This is an optimization exercise on Yosys and OpenROAD, whose aim is small area, a short achievable clock period and few clock cycles per item, not a production implementation. In this exercise RTL edits were held to simulation tests only and were not proved equivalent to the original. Power and IR drop assume default switching activity.

==> inputs of v15 <==
==> flow/design.v <==
module magma (
    input  wire         clk,
    input  wire         reset_,
    input  wire         start,
    input  wire [63:0]  data_in,
    input  wire [255:0] key,
    input  wire         encr_decr,
    output wire [63:0]  data_out,
    output reg          done
);
    reg  [31:0] left, right;    
    reg  [31:0] rkey;           
    reg  [4:0]  round;          
    reg         busy;
    reg         en_de;          
    wire [7:0]  ng, np;
    wire [31:0] sub0, sub1;
    wire [3:0] s0_0, s1_0;
    magma_nadd u_nadd0 (.a(right[3:0]), .b(rkey[3:0]), .s0(s0_0), .s1(s1_0), .g(ng[0]), .p(np[0]));
    magma_sbox0 u_sb0_0 (.x(s0_0), .y(sub0[3:0]));
    magma_sbox0 u_sb1_0 (.x(s1_0), .y(sub1[3:0]));
    wire [3:0] s0_1, s1_1;
    magma_nadd u_nadd1 (.a(right[7:4]), .b(rkey[7:4]), .s0(s0_1), .s1(s1_1), .g(ng[1]), .p(np[1]));
    magma_sbox1 u_sb0_1 (.x(s0_1), .y(sub0[7:4]));
    magma_sbox1 u_sb1_1 (.x(s1_1), .y(sub1[7:4]));
    wire [3:0] s0_2, s1_2;
    magma_nadd u_nadd2 (.a(right[11:8]), .b(rkey[11:8]), .s0(s0_2), .s1(s1_2), .g(ng[2]), .p(np[2]));
    magma_sbox2 u_sb0_2 (.x(s0_2), .y(sub0[11:8]));
    magma_sbox2 u_sb1_2 (.x(s1_2), .y(sub1[11:8]));
    wire [3:0] s0_3, s1_3;
    magma_nadd u_nadd3 (.a(right[15:12]), .b(rkey[15:12]), .s0(s0_3), .s1(s1_3), .g(ng[3]), .p(np[3]));
    magma_sbox3 u_sb0_3 (.x(s0_3), .y(sub0[15:12]));
    magma_sbox3 u_sb1_3 (.x(s1_3), .y(sub1[15:12]));
    wire [3:0] s0_4, s1_4;
    magma_nadd u_nadd4 (.a(right[19:16]), .b(rkey[19:16]), .s0(s0_4), .s1(s1_4), .g(ng[4]), .p(np[4]));
    magma_sbox4 u_sb0_4 (.x(s0_4), .y(sub0[19:16]));
    magma_sbox4 u_sb1_4 (.x(s1_4), .y(sub1[19:16]));
    wire [3:0] s0_5, s1_5;
    magma_nadd u_nadd5 (.a(right[23:20]), .b(rkey[23:20]), .s0(s0_5), .s1(s1_5), .g(ng[5]), .p(np[5]));
    magma_sbox5 u_sb0_5 (.x(s0_5), .y(sub0[23:20]));
    magma_sbox5 u_sb1_5 (.x(s1_5), .y(sub1[23:20]));
    wire [3:0] s0_6, s1_6;
    magma_nadd u_nadd6 (.a(right[27:24]), .b(rkey[27:24]), .s0(s0_6), .s1(s1_6), .g(ng[6]), .p(np[6]));
    magma_sbox6 u_sb0_6 (.x(s0_6), .y(sub0[27:24]));
    magma_sbox6 u_sb1_6 (.x(s1_6), .y(sub1[27:24]));
    wire [3:0] s0_7, s1_7;
    magma_nadd u_nadd7 (.a(right[31:28]), .b(rkey[31:28]), .s0(s0_7), .s1(s1_7), .g(ng[7]), .p(np[7]));
    magma_sbox7 u_sb0_7 (.x(s0_7), .y(sub0[31:28]));
    magma_sbox7 u_sb1_7 (.x(s1_7), .y(sub1[31:28]));
    wire g10 = ng[1] | np[1] & ng[0];
    wire g32 = ng[3] | np[3] & ng[2];
    wire p32 = np[3] & np[2];
    wire g54 = ng[5] | np[5] & ng[4];
    wire p54 = np[5] & np[4];
    wire g30 = g32 | p32 & g10;
    wire g20 = ng[2] | np[2] & g10;
    wire g40 = ng[4] | np[4] & g30;
    wire g50 = g54 | p54 & g30;
    wire g60 = ng[6] | np[6] & g50;
    wire [7:0] cin = {g60, g50, g40, g30, g20, g10, ng[0], 1'b0};
    reg  [31:0] sub;
    integer b;
    always @* begin
        for (b = 0; b < 32; b = b + 1)
            sub[b] = cin[b / 4] ? sub1[b] : sub0[b];
    end
    wire [31:0] fout = {sub[20:0], sub[31:21]};    
    reg  [7:0] ksel;
    wire [4:0] r2   = round + 5'd2;
    wire       rev  = en_de ? (r2[4:3] == 2'b11) : (r2[4:3] != 2'b00);
    wire [2:0] idx  = rev ? ~r2[2:0] : r2[2:0];
    always @(posedge clk or negedge reset_)
        if (~reset_)
            ksel <= 8'b0000_0001;
        else if (start)
            ksel <= 8'b0000_0010;
        else if (busy && round != 5'd31)
            ksel <= 8'b1 << idx;
        else
            ksel <= 8'b0000_0001;
    reg  [31:0] kmux;
    integer k;
    always @* begin
        kmux = 32'b0;
        for (k = 0; k < 8; k = k + 1)
            kmux = kmux | (key[255 - 32 * k -: 32] & {32{ksel[k]}});
    end
    always @(posedge clk)
        rkey <= kmux;
    always @(posedge clk)
        if (start) begin
            left  <= data_in[63:32];
            right <= data_in[31:0];
        end else if (busy) begin
            left  <= right;
            right <= left ^ fout;
        end
    assign data_out = {right, left};
    always @(posedge clk)
        if (start) begin
            round <= 5'd0;
            en_de <= encr_decr;
        end else if (busy)
            round <= round + 5'd1;
    always @(posedge clk or negedge reset_)
        if (~reset_) begin
            busy <= 1'b0;
            done <= 1'b0;
        end else if (start) begin
            busy <= 1'b1;
            done <= 1'b0;
        end else if (busy && round == 5'd31) begin
            busy <= 1'b0;
            done <= 1'b1;
        end
endmodule
module magma_sbox0 (input wire [3:0] x, output reg [3:0] y);
    always @*
        case (x)
            4'h0: y = 4'hC;
            4'h1: y = 4'h4;
            4'h2: y = 4'h6;
            4'h3: y = 4'h2;
            4'h4: y = 4'hA;
            4'h5: y = 4'h5;
            4'h6: y = 4'hB;
            4'h7: y = 4'h9;
            4'h8: y = 4'hE;
            4'h9: y = 4'h8;
            4'hA: y = 4'hD;
            4'hB: y = 4'h7;
            4'hC: y = 4'h0;
            4'hD: y = 4'h3;
            4'hE: y = 4'hF;
            default: y = 4'h1;
        endcase
endmodule
module magma_sbox1 (input wire [3:0] x, output reg [3:0] y);
    always @*
        case (x)
            4'h0: y = 4'h6;
            4'h1: y = 4'h8;
            4'h2: y = 4'h2;
            4'h3: y = 4'h3;
            4'h4: y = 4'h9;
            4'h5: y = 4'hA;
            4'h6: y = 4'h5;
            4'h7: y = 4'hC;
            4'h8: y = 4'h1;
            4'h9: y = 4'hE;
            4'hA: y = 4'h4;
            4'hB: y = 4'h7;
            4'hC: y = 4'hB;
            4'hD: y = 4'hD;
            4'hE: y = 4'h0;
            default: y = 4'hF;
        endcase
endmodule
module magma_sbox2 (input wire [3:0] x, output reg [3:0] y);
    always @*
        case (x)
            4'h0: y = 4'hB;
            4'h1: y = 4'h3;
            4'h2: y = 4'h5;
            4'h3: y = 4'h8;
            4'h4: y = 4'h2;
            4'h5: y = 4'hF;
            4'h6: y = 4'hA;
            4'h7: y = 4'hD;
            4'h8: y = 4'hE;
            4'h9: y = 4'h1;
            4'hA: y = 4'h7;
            4'hB: y = 4'h4;
            4'hC: y = 4'hC;
            4'hD: y = 4'h9;
            4'hE: y = 4'h6;
            default: y = 4'h0;
        endcase
endmodule
module magma_sbox3 (input wire [3:0] x, output reg [3:0] y);
    always @*
        case (x)
            4'h0: y = 4'hC;
            4'h1: y = 4'h8;
            4'h2: y = 4'h2;
            4'h3: y = 4'h1;
            4'h4: y = 4'hD;
            4'h5: y = 4'h4;
            4'h6: y = 4'hF;
            4'h7: y = 4'h6;
            4'h8: y = 4'h7;
            4'h9: y = 4'h0;
            4'hA: y = 4'hA;
            4'hB: y = 4'h5;
            4'hC: y = 4'h3;
            4'hD: y = 4'hE;
            4'hE: y = 4'h9;
            default: y = 4'hB;
        endcase
endmodule
module magma_sbox4 (input wire [3:0] x, output reg [3:0] y);
    always @*
        case (x)
            4'h0: y = 4'h7;
            4'h1: y = 4'hF;
            4'h2: y = 4'h5;
            4'h3: y = 4'hA;
            4'h4: y = 4'h8;
            4'h5: y = 4'h1;
            4'h6: y = 4'h6;
            4'h7: y = 4'hD;
            4'h8: y = 4'h0;
            4'h9: y = 4'h9;
            4'hA: y = 4'h3;
            4'hB: y = 4'hE;
            4'hC: y = 4'hB;
            4'hD: y = 4'h4;
            4'hE: y = 4'h2;
            default: y = 4'hC;
        endcase
endmodule
module magma_sbox5 (input wire [3:0] x, output reg [3:0] y);
    always @*
        case (x)
            4'h0: y = 4'h5;
            4'h1: y = 4'hD;
            4'h2: y = 4'hF;
            4'h3: y = 4'h6;
            4'h4: y = 4'h9;
            4'h5: y = 4'h2;
            4'h6: y = 4'hC;
            4'h7: y = 4'hA;
            4'h8: y = 4'hB;
            4'h9: y = 4'h7;
            4'hA: y = 4'h8;
            4'hB: y = 4'h1;
            4'hC: y = 4'h4;
            4'hD: y = 4'h3;
            4'hE: y = 4'hE;
            default: y = 4'h0;
        endcase
endmodule
module magma_sbox6 (input wire [3:0] x, output reg [3:0] y);
    always @*
        case (x)
            4'h0: y = 4'h8;
            4'h1: y = 4'hE;
            4'h2: y = 4'h2;
            4'h3: y = 4'h5;
            4'h4: y = 4'h6;
            4'h5: y = 4'h9;
            4'h6: y = 4'h1;
            4'h7: y = 4'hC;
            4'h8: y = 4'hF;
            4'h9: y = 4'h4;
            4'hA: y = 4'hB;
            4'hB: y = 4'h0;
            4'hC: y = 4'hD;
            4'hD: y = 4'hA;
            4'hE: y = 4'h3;
            default: y = 4'h7;
        endcase
endmodule
module magma_sbox7 (input wire [3:0] x, output reg [3:0] y);
    always @*
        case (x)
            4'h0: y = 4'h1;
            4'h1: y = 4'h7;
            4'h2: y = 4'hE;
            4'h3: y = 4'hD;
            4'h4: y = 4'h0;
            4'h5: y = 4'h5;
            4'h6: y = 4'h8;
            4'h7: y = 4'h3;
            4'h8: y = 4'h4;
            4'h9: y = 4'hF;
            4'hA: y = 4'hA;
            4'hB: y = 4'h6;
            4'hC: y = 4'h9;
            4'hD: y = 4'hC;
            4'hE: y = 4'hB;
            default: y = 4'h2;
        endcase
endmodule
module magma_nadd (input wire [3:0] a, input wire [3:0] b,
                   output wire [3:0] s0, output wire [3:0] s1, output wire g, output wire p);
    wire [3:0] gk = a & b;
    wire [3:0] pk = a ^ b;
    wire c1 = gk[0];
    wire c2 = gk[1] | pk[1] & gk[0];
    wire c3 = gk[2] | pk[2] & gk[1] | pk[2] & pk[1] & gk[0];
    wire d0 = gk[0] | pk[0];
    wire d1 = gk[1] | pk[1] & d0;
    wire d2 = gk[2] | pk[2] & gk[1] | pk[2] & pk[1] & d0;
    assign s0 = pk ^ {c3, c2, c1, 1'b0};
    assign s1 = pk ^ {d2, d1, d0, 1'b1};
    assign g  = gk[3] | pk[3] & c3;
    assign p  = &pk;
endmodule
==> flow/flow/run.sh <==
#!/bin/bash
# Standard ORFS layout (the standard.sh), with two changes:
#  - every port gets the smallest buffer (buf_1) instead of the default choice;
#  - synthesis does not extract half/full-adder cells (ADDER_MAP_FILE empty), so
#    ABC maps the adder and S-box logic itself.
set -euo pipefail
export BUFFER_PORTS_ARGS="-buffer_cell sky130_fd_sc_hd__buf_1"
bash standard.sh ADDER_MAP_FILE= > standard.log 2>&1
==> flow/standard.sh <==
#!/bin/bash
# synth_recipe.tcl (not shown) runs the flow's synth.tcl, then flattens the netlist and writes it again
# the make line also repeats each setting of config.mk as NAME=value (left out here)
make -C /OpenROAD-flow-scripts/flow DESIGN_CONFIG=/design/flow/config.mk WORK_HOME=/design/flow/orfs CLKGATE_MAP_FILE= SYNTH_SCRIPT=/design/flow/synth_recipe.tcl "${@:-finish}"
==> flow/config.mk <==
export PLATFORM = sky130hd
export DESIGN_NAME = magma
export DESIGN_NICKNAME = magma
export VERILOG_FILES = /design/flow/design.v
export SDC_FILE = /design/flow/constraint.sdc
export NUM_CORES = 4
export LEC_CHECK = 0
export CAP_MARGIN = 20
export CORE_MARGIN = 2
export CORE_UTILIZATION = 55
export SETUP_SLACK_MARGIN = 5
export SLEW_MARGIN = 20
export SYNTH_HIERARCHICAL = 1
==> flow/constraint.sdc <==
create_clock -name core_clock -period 8.0 [get_ports {clk}]
set_input_delay 1.6000 -clock core_clock [delete_from_list [all_inputs] [get_ports {clk}]]
set_output_delay 1.6000 -clock core_clock [all_outputs]
set_load 0.01 [all_outputs]
==> v10: changes against v15 <==
==> flow/design.v, changed modules only <==
module magma (
    input  wire         clk,
    input  wire         reset_,
    input  wire         start,
    input  wire [63:0]  data_in,
    input  wire [255:0] key,
    input  wire         encr_decr,
    output wire [63:0]  data_out,
    output reg          done
);
    reg  [31:0] left, right;    
    reg  [31:0] rkey;           
    reg  [4:0]  round;          
    reg         busy;
    reg         en_de;          
    wire [7:0]  ng, np;
    wire [31:0] s0, s1;
    wire [4:0] ns0 = right[3:0] + rkey[3:0];
    assign s0[3:0] = ns0[3:0];
    assign s1[3:0] = right[3:0] + rkey[3:0] + 4'd1;
    assign ng[0] = ns0[4];
    assign np[0] = &(right[3:0] ^ rkey[3:0]);
    wire [4:0] ns1 = right[7:4] + rkey[7:4];
    assign s0[7:4] = ns1[3:0];
    assign s1[7:4] = right[7:4] + rkey[7:4] + 4'd1;
    assign ng[1] = ns1[4];
    assign np[1] = &(right[7:4] ^ rkey[7:4]);
    wire [4:0] ns2 = right[11:8] + rkey[11:8];
    assign s0[11:8] = ns2[3:0];
    assign s1[11:8] = right[11:8] + rkey[11:8] + 4'd1;
    assign ng[2] = ns2[4];
    assign np[2] = &(right[11:8] ^ rkey[11:8]);
    wire [4:0] ns3 = right[15:12] + rkey[15:12];
    assign s0[15:12] = ns3[3:0];
    assign s1[15:12] = right[15:12] + rkey[15:12] + 4'd1;
    assign ng[3] = ns3[4];
    assign np[3] = &(right[15:12] ^ rkey[15:12]);
    wire [4:0] ns4 = right[19:16] + rkey[19:16];
    assign s0[19:16] = ns4[3:0];
    assign s1[19:16] = right[19:16] + rkey[19:16] + 4'd1;
    assign ng[4] = ns4[4];
    assign np[4] = &(right[19:16] ^ rkey[19:16]);
    wire [4:0] ns5 = right[23:20] + rkey[23:20];
    assign s0[23:20] = ns5[3:0];
    assign s1[23:20] = right[23:20] + rkey[23:20] + 4'd1;
    assign ng[5] = ns5[4];
    assign np[5] = &(right[23:20] ^ rkey[23:20]);
    wire [4:0] ns6 = right[27:24] + rkey[27:24];
    assign s0[27:24] = ns6[3:0];
    assign s1[27:24] = right[27:24] + rkey[27:24] + 4'd1;
    assign ng[6] = ns6[4];
    assign np[6] = &(right[27:24] ^ rkey[27:24]);
    wire [4:0] ns7 = right[31:28] + rkey[31:28];
    assign s0[31:28] = ns7[3:0];
    assign s1[31:28] = right[31:28] + rkey[31:28] + 4'd1;
    assign ng[7] = ns7[4];
    assign np[7] = &(right[31:28] ^ rkey[31:28]);
    wire g10 = ng[1] | np[1] & ng[0];
    wire g32 = ng[3] | np[3] & ng[2];
    wire p32 = np[3] & np[2];
    wire g54 = ng[5] | np[5] & ng[4];
    wire p54 = np[5] & np[4];
    wire g30 = g32 | p32 & g10;
    wire g20 = ng[2] | np[2] & g10;
    wire g40 = ng[4] | np[4] & g30;
    wire g50 = g54 | p54 & g30;
    wire g60 = ng[6] | np[6] & g50;
    wire [7:0] cin = {g60, g50, g40, g30, g20, g10, ng[0], 1'b0};
    reg  [31:0] sub0, sub1;
    wire [31:0] sub0_w;
    magma_sbox0 u_sub00 (.x(s0[3:0]), .y(sub0_w[3:0]));
    magma_sbox1 u_sub01 (.x(s0[7:4]), .y(sub0_w[7:4]));
    magma_sbox2 u_sub02 (.x(s0[11:8]), .y(sub0_w[11:8]));
    magma_sbox3 u_sub03 (.x(s0[15:12]), .y(sub0_w[15:12]));
    magma_sbox4 u_sub04 (.x(s0[19:16]), .y(sub0_w[19:16]));
    magma_sbox5 u_sub05 (.x(s0[23:20]), .y(sub0_w[23:20]));
    magma_sbox6 u_sub06 (.x(s0[27:24]), .y(sub0_w[27:24]));
    magma_sbox7 u_sub07 (.x(s0[31:28]), .y(sub0_w[31:28]));
    always @* sub0 = sub0_w;
    wire [31:0] sub1_w;
    magma_sbox0 u_sub10 (.x(s1[3:0]), .y(sub1_w[3:0]));
    magma_sbox1 u_sub11 (.x(s1[7:4]), .y(sub1_w[7:4]));
    magma_sbox2 u_sub12 (.x(s1[11:8]), .y(sub1_w[11:8]));
    magma_sbox3 u_sub13 (.x(s1[15:12]), .y(sub1_w[15:12]));
    magma_sbox4 u_sub14 (.x(s1[19:16]), .y(sub1_w[19:16]));
    magma_sbox5 u_sub15 (.x(s1[23:20]), .y(sub1_w[23:20]));
    magma_sbox6 u_sub16 (.x(s1[27:24]), .y(sub1_w[27:24]));
    magma_sbox7 u_sub17 (.x(s1[31:28]), .y(sub1_w[31:28]));
    always @* sub1 = sub1_w;
    reg  [31:0] sub;
    integer b;
    always @* begin
        for (b = 0; b < 32; b = b + 1)
            sub[b] = cin[b / 4] ? sub1[b] : sub0[b];
    end
    wire [31:0] fout = {sub[20:0], sub[31:21]};    
    reg  [7:0] ksel;
    wire [4:0] r2   = round + 5'd2;
    wire       rev  = en_de ? (r2[4:3] == 2'b11) : (r2[4:3] != 2'b00);
    wire [2:0] idx  = rev ? ~r2[2:0] : r2[2:0];
    always @(posedge clk or negedge reset_)
        if (~reset_)
            ksel <= 8'b0000_0001;
        else if (start)
            ksel <= 8'b0000_0010;
        else if (busy && round != 5'd31)
            ksel <= 8'b1 << idx;
        else
            ksel <= 8'b0000_0001;
    reg  [31:0] kmux;
    integer k;
    always @* begin
        kmux = 32'b0;
        for (k = 0; k < 8; k = k + 1)
            kmux = kmux | (key[255 - 32 * k -: 32] & {32{ksel[k]}});
    end
    always @(posedge clk)
        rkey <= kmux;
    always @(posedge clk)
        if (start) begin
            left  <= data_in[63:32];
            right <= data_in[31:0];
        end else if (busy) begin
            left  <= right;
            right <= left ^ fout;
        end
    assign data_out = {right, left};
    always @(posedge clk)
        if (start) begin
            round <= 5'd0;
            en_de <= encr_decr;
        end else if (busy)
            round <= round + 5'd1;
    always @(posedge clk or negedge reset_)
        if (~reset_) begin
            busy <= 1'b0;
            done <= 1'b0;
        end else if (start) begin
            busy <= 1'b1;
            done <= 1'b0;
        end else if (busy && round == 5'd31) begin
            busy <= 1'b0;
            done <= 1'b1;
        end
endmodule
// module magma_nadd removed
==> notes.md <==
- Run status: no timing/DRC/antenna violations
- Crit path depth: 9
- P per Cell Area: 497.7 nW/um2
- Reg2reg path depth: 9
- Slew @ Worst Pin: 1022 ps
- Arr. time, crit path: 3080 ps
# the run above: v15

==> notes.md <==
- P per Cell Area: 500.4 nW/um2
- Slew @ Worst Pin: 985.7 ps
- Reg2reg path depth: 10
- Crit path depth: 10
- Run status: no timing/DRC/antenna violations
# the run above: v10

Testbench counts of v15, summed over its fixed seeds: cycles 13,056, items 384.
Testbench counts of v10, summed over its fixed seeds: cycles 13,056, items 384.

-- afterwards: timing with drivers on the ports --
Ports are ideal in the flow. The routed layouts listed here were re-timed in OpenROAD.
Step 1, drivers: a clkbuf_16 drives clk and a buf_2 each remaining input, both assumed.
Step 2 also shifts input and output timing later by t, the mid clock arrival at the registers, as if the neighbouring blocks saw the same clock.
Three values: ideal ports, drivers, drivers and shift; two values: the first two.
| run | t (ns) | slack for setup (ns) | worst register clock-pin slew, ns |
|---|---|---|---|
| v15 | 0.411 | 5.038 / 5.023 / 4.686 | 0.08 / 0.08 |
| v10 | 0.411 | 4.860 / 4.860 / 4.674 | 0.09 / 0.09 |
After both steps setup and hold are still met in every run listed. The setup slack of v15, which loses most, moves by -0.015 ns with the drivers and by -0.352 ns with both steps.
